Context: an optimization exercise on an open-source flow, tuned for small area, a short achievable clock period and few clock cycles. The choices shown serve that exercise and are no tape-out recipe.
The RTL was checked by simulation tests, not by an equivalence proof against the original design.
Power and IR drop assume default switching activity.

==> job 4759 <==
## VCU
module VCU#(
    parameter NoOfElem = 4,
    parameter wordSize = 32,
    parameter memDepthC = 32,
    localparam memDepth = memDepthC - 2,
    localparam insSpace = 8  
)
(
    input clk,
    input RESET,
    input memWRTDone,
    input [wordSize - 1:0] BRAMdataIn,  
    output logic [wordSize-1: 0] BRAMDataOut,  
    output logic [memDepth-1+2:0]BRAMaddrByte,
    output logic [3:0]BRAMWREN,
    output logic BRAMENMEM,
    output logic done
);
clock: 10.0 ns
lec_check: 0
cap_margin: 20
core_margin: 2
core_utilization: 40
place_density: 0.6
slew_margin: 20
standard.sh (not shown) runs the stock make flow with config.mk's settings and CLKGATE_MAP_FILE= SYNTH_SCRIPT=/design/flow/synth_recipe.tcl, a recipe that flattens the netlist after the stock synthesis.
==> flow/flow/run.sh <==
#!/bin/bash
# Standard layout (the standard.sh, standard synthesis), with:
#  - a clock tree without dummy loads, in larger sink clusters;
#  - every input and output port buffered with a plain buffer rather than a
#    delay cell.
# The SDC, clock period and I/O constraints are unchanged.
set -euo pipefail
bash standard.sh SETUP_SLACK_MARGIN=6.5 \
  "CTS_ARGS=-sink_clustering_enable -repair_clock_nets -dont_use_dummy_load -sink_clustering_size 30 -sink_clustering_max_diameter 80" \
  "BUFFER_PORTS_ARGS=-buffer_cell sky130_fd_sc_hd__buf_2" \
  finish > standard_flow.log 2>&1
==> job 9401: changes against job 4759 <==
--- a/flow/design.v
+++ b/flow/design.v
@@ -1,30 +1,30 @@
 `timescale 1ns / 1ps
 module PE (
     input  [15:0] one, two, neg,           
     input  [31:0] a,                       
-    input  [31:0] acc,                     
     output [5:0][31:0] rows                
 );
-  wire [31:0] pp [0:17];
+  wire [31:0] pp [0:16];
   wire [31:0] negrow;
   genvar i;
   generate for (i = 0; i < 16; i = i + 1) begin : g_pp
     wire [31:0] mag = ({32{one[i]}} & a) | ({32{two[i]}} & {a[30:0], 1'b0});
     assign pp[i] = ({32{neg[i]}} ^ mag) << (2 * i);
     assign negrow[2*i]   = neg[i];
     assign negrow[2*i+1] = 1'b0;
   end endgenerate
   assign pp[16] = negrow;
-  assign pp[17] = acc;
   wire [31:0] l1 [0:11];
   wire [31:0] l2 [0:7];
-  generate for (i = 0; i < 6; i = i + 1) begin : g_l1
+  generate for (i = 0; i < 5; i = i + 1) begin : g_l1
   assign l1[2*i] = (pp[3*i]) ^ (pp[3*i+1]) ^ (pp[3*i+2]); 
   assign l1[2*i+1] = (((pp[3*i]) & (pp[3*i+1])) | ((pp[3*i]) & (pp[3*i+2])) | ((pp[3*i+1]) & (pp[3*i+2]))) << 1;
   end endgenerate
+  assign l1[10] = pp[15];
+  assign l1[11] = pp[16];
   generate for (i = 0; i < 4; i = i + 1) begin : g_l2
   assign l2[2*i] = (l1[3*i]) ^ (l1[3*i+1]) ^ (l1[3*i+2]); 
   assign l2[2*i+1] = (((l1[3*i]) & (l1[3*i+1])) | ((l1[3*i]) & (l1[3*i+2])) | ((l1[3*i+1]) & (l1[3*i+2]))) << 1;
   end endgenerate
   assign rows[0] = (l2[0]) ^ (l2[1]) ^ (l2[2]); 
   assign rows[1] = (((l2[0]) & (l2[1])) | ((l2[0]) & (l2[2])) | ((l2[1]) & (l2[2]))) << 1;
@@ -67,19 +67,19 @@
     logic        rf_valid;   
     logic [3:0]  wcnt;       
     logic [2:0]  ldp;        
     logic        p_last, p_stall, p_fetch, p_nload, p_rda, p_rdr, p_wr, p_jmpf;
     logic        p_mulwr, p_selB, p_digm, p_diga, p_ldrd, p_term, p_rfv;
     logic [5:0]  p_off;
-    logic        s1_acc;     
+    logic        sa_acc;     
     logic [31:0] inreg;      
     logic [31:0] dout;       
     logic [15:0] d_one, d_two, d_neg;    
     logic [5:0][31:0] r1;    
     logic [31:0] r2s, r2c;   
-    logic [31:0] accA, accB;
+    logic [31:0] accA, accB, accC;
     logic [15:0][31:0] rf;   
     assign BRAMaddrByte = {addr, 2'b00};
     assign BRAMWREN = {4{we}};
     assign BRAMENMEM = 1'b1;
     assign BRAMDataOut = dout;
     wire [7:0] iop = inreg[31:24];
@@ -117,13 +117,13 @@
     wire n_nop = ~|k_n;
     wire n_mul = k_n[K_MUL], n_as = k_n[K_AS], n_ldrf = k_n[K_LDRF];
     wire n_ldrow = k_n[K_LDROW], n_jmp = k_n[K_JMP], n_term = k_n[K_TERM];
     wire c0 = (cnt_n == 7'd0);
     wire stall_n = run_n && c0 && ((n_mul && ph_n[1:0] != 2'd0) ||
                                    (n_as && (ph_n[1:0] != 2'd3 || ldp[0])));
-    wire last_n = run_n && ((n_ldrf && cnt_n == 7'd16) || (n_ldrow && cnt_n == 7'd4) ||
+    wire last_n = run_n && ((n_ldrf && cnt_n == 7'd17) || (n_ldrow && cnt_n == 7'd4) ||
                             (n_mul && cnt_n == 7'd70) || (n_as && cnt_n == 7'd35) ||
                             ((n_nop || n_jmp) && cnt_n == 7'd3));
     wire fetch_n = run_n && !stall_n &&
                    ((c0 && (n_nop || n_jmp || n_ldrf || n_ldrow)) ||
                     (cnt_n == 7'd1 && n_mul) || (cnt_n == 7'd16 && n_as));
     wire nload_n = run_n && (((n_ldrf || n_ldrow) && cnt_n == 7'd3) ||
@@ -217,13 +217,13 @@
         wcnt <= wcnt_n;
         ldp <= {ldp[1:0], p_ldrd};
         dout <= p_selB ? accB : accA;
         if (!run)
             pc <= 30'd1;
         else if (p_fetch)
-            pc <= p_jmpf ? {20'd0, fld[9:0]} + 30'd1 : pc + 30'd1;
+            pc <= fbase + 30'd1;
         if (p_nload) begin
             nk <= in_k;
             nfld <= inreg[23:0];
         end
         if (p_last)
             fld <= (k_nop || k[K_JMP]) ? inreg[23:0] : nfld;
@@ -246,35 +246,38 @@
             d_one <= {15'd0, rf_valid};
             d_two <= 16'd0;
             d_neg <= {15'd0, op == 2'd1 || op == 2'd2};
         end
     end
     logic [5:0][31:0] r1_d;
-    wire [31:0] acc_in = {32{s1_acc}} & accB;
-    PE pe (.one(d_one), .two(d_two), .neg(d_neg), .a(rf[0]), .acc(acc_in), .rows(r1_d));
-    wire [6:0] v_n = cnt_n - 7'd4;
+    PE pe (.one(d_one), .two(d_two), .neg(d_neg), .a(rf[0]), .rows(r1_d));
+    wire [6:0] v = cnt - 7'd4;
+    wire [31:0] acc_in = {32{sa_acc}} & accC;
     wire [31:0] a0 = (r1[0]) ^ (r1[1]) ^ (r1[2]); 
     wire [31:0] a1 = (((r1[0]) & (r1[1])) | ((r1[0]) & (r1[2])) | ((r1[1]) & (r1[2]))) << 1;
     wire [31:0] a2 = (r1[3]) ^ (r1[4]) ^ (r1[5]); 
     wire [31:0] a3 = (((r1[3]) & (r1[4])) | ((r1[3]) & (r1[5])) | ((r1[4]) & (r1[5]))) << 1;
     wire [31:0] b0 = (a0) ^ (a1) ^ (a2); 
     wire [31:0] b1 = (((a0) & (a1)) | ((a0) & (a2)) | ((a1) & (a2))) << 1;
     wire [31:0] c0s = (b0) ^ (b1) ^ (a3); 
     wire [31:0] c1s = (((b0) & (b1)) | ((b0) & (a3)) | ((b1) & (a3))) << 1;
-    wire [31:0] xin = {32{k[K_AS]}} & (BRAMdataIn ^ {32{op[0]}});
-    wire [31:0] d0m = (c0s & c1s) | (c0s & xin) | (c1s & xin);
-    wire [31:0] r2s_d = c0s ^ c1s ^ xin;
-    wire [31:0] r2c_d = {d0m[30:0], k[K_AS] && op[0]};
-    wire [31:0] s3out = r2s + r2c;
+    wire [31:0] r2s_d = (c0s) ^ (c1s) ^ (acc_in); 
+    wire [31:0] r2c_d = (((c0s) & (c1s)) | ((c0s) & (acc_in)) | ((c1s) & (acc_in))) << 1;
+    wire [31:0] xin = {32{k[K_AS]}} & (inreg ^ {32{op[0]}});
+    wire [31:0] d0s = r2s ^ r2c ^ xin;
+    wire [31:0] d0m = (r2s & r2c) | (r2s & xin) | (r2c & xin);
+    wire [31:0] d0c = {d0m[30:0], k[K_AS] && op[0]};
+    wire [31:0] s3out = d0s + d0c;
     always_ff @(posedge clk) begin
         inreg <= BRAMdataIn;
         r1 <= r1_d;
-        s1_acc <= n_mul && (v_n[3:2] != 2'd0);
+        sa_acc <= k[K_MUL] && (v[3:2] != 2'd0);
         r2s <= r2s_d;
         r2c <= r2c_d;
         accA <= s3out;
         accB <= accA;
+        accC <= accB;
         for (int i = 0; i < 15; i = i + 1)
             rf[i] <= rf[i + 1];
         rf[15] <= ldp[2] ? inreg : rf[0];
     end
 endmodule
==> flow/run.sh (new file) <==
#!/bin/bash
# synth_recipe.tcl (not shown) runs the flow's synth.tcl, then flattens the netlist and writes it again
# the make line also repeats each setting of config.mk as NAME=value (left out here)
make -C /OpenROAD-flow-scripts/flow DESIGN_CONFIG=/design/flow/config.mk WORK_HOME=/design/flow/orfs CLKGATE_MAP_FILE= SYNTH_SCRIPT=/design/flow/synth_recipe.tcl finish
Settings changed: SETUP_SLACK_MARGIN set to 5.
removed: flow/flow/run.sh
removed: flow/standard.sh
==> job 3158: changes against job 4759 <==
==> flow/flow/run.sh (replaced) <==
#!/bin/bash
# Standard layout (the standard.sh, standard synthesis), with:
#  - a clock tree without dummy loads, in larger sink clusters;
#  - every input and output port buffered with a plain buffer rather than a
#    delay cell.
# The SDC, clock period and I/O constraints are unchanged.
set -euo pipefail
bash standard.sh SETUP_SLACK_MARGIN=6.8 \
  "CTS_ARGS=-sink_clustering_enable -repair_clock_nets -dont_use_dummy_load -sink_clustering_size 30 -sink_clustering_max_diameter 80" \
  "BUFFER_PORTS_ARGS=-buffer_cell sky130_fd_sc_hd__buf_2" \
  finish > standard_flow.log 2>&1
==> comparison <==
- Clock skew: job 4759 is higher than job 9401 (0.045 ns).
- Fmax: job 3158 is higher than job 4759 (6.0%).
- The highest hold slack belongs to job 9401, the lowest to job 3158.
- Synthesized cell count is the same in job 4759 and job 3158.
- Job 9401 finished clean. Job 3158 completed, yet does not pass: antenna violations. Job 4759 completed without violations.
- The lowest non-clock buffer count belongs to job 4759, the highest to job 3158.
- Via count: job 4759 is lower than job 9401 (about 5.7%).
- Sequential share of layout area, highest first: job 4759, job 3158, job 9401.
- In sequential power, job 3158 and job 9401 hardly differ.
- The lowest cell count belongs to job 4759, the highest to job 9401.
==> figures <==
|  | job 3158 | job 9401 | job 4759 |
|---|---|---|---|
| Run status | finished with violations | complete, no violations | complete, no violations |
| Layout check failures | antenna violations | - | - |
| Synthesized-area fraction occupied by ao, oa, aoi and oai cells | 8.705% | 9.187% | 8.705% |
| Initial core utilization | 40.19% | 40.41% | 40.19% |
| Setup skew after layout | 0.1121 ns | 0.04391 ns | 0.08881 ns |
| Instance area at placement | 44530 um2 | 45580 um2 | 44500 um2 |
| Power Combinational | 4.27 mW | 4.70 mW | 4.22 mW |
| Met3 layer wire length in the routed design | 7257 um | 6812 um | 5485 um |
| Total vias in the final route | 25140 | 26230 | 24740 |
| GR met1 Demand/Resource | 25.90% | 26.70% | 26.09% |
| Type of the setup path with the least slack | register to output pin | register to register | register to register |
| Shortest clock period the worst path allows after layout | 3.180 ns | 4.682 ns | 3.370 ns |
| ClkCell Share | 2.631% | 7.455% | 2.510% |
| Seq area share | 48.27% | 45.67% | 49.02% |
| M3 GR Usage | 4.075% | 3.483% | 2.689% |
| Total power divided by cell area | 262.8 nW/um2 | 297.7 nW/um2 | 264.0 nW/um2 |
| Post-CTS Setup Inserts | 28 | 1 | 2 |
| Cell leakage power | 19.27 nW | 20.32 nW | 18.91 nW |
| Initial antenna violation count | 1 | 4 | 4 |
| Worst hold-check slack | 0.2640 ns | 0.3120 ns | 0.2754 ns |
| Worst r2r dst | p_off[5] | accA[31] | p_off[0] |
Testbench counts of job 4759, summed over its fixed seeds: cycles 42,677.
Testbench counts of job 9401, summed over its fixed seeds: cycles 43,236.
Testbench counts of job 3158, summed over its fixed seeds: cycles 42,677.

[separate check: timing with driven ports]
No port has a modelled driver above. Below, the same layouts with a new extraction and two added sets of constraints. Step 1 sets driving cells, clkbuf_16 on the clock port and buf_2 on the other inputs (assumed; they add their load-dependent delay and slew). Step 2 moves the port delays by t, midway between the first and last clock arrival at a register: inputs arrive t later, outputs are due t later. That takes back most of the time a late clock gives input paths. Three values: ideal, step 1, step 2; two values: the first two.
| run | shift t [ns] | slack for setup (ns) | worst setup path after step 2 | slew at the worst register clock pin (ns) |
|---|---|---|---|---|
| job 4759 | 0.679 | 6.630 / 6.630 / 6.447 | input to register | 0.12 / 0.12 |
| job 9401 | 0.750 | 5.318 / 5.318 / 5.318 | register to register | 0.07 / 0.07 |
| job 3158 | 0.686 | 6.820 / 6.750 / 6.443 | input to register | 0.11 / 0.11 |
For job 3158, which loses most, drivers alone change the setup slack by -0.070 ns; drivers and shift together by -0.377 ns.
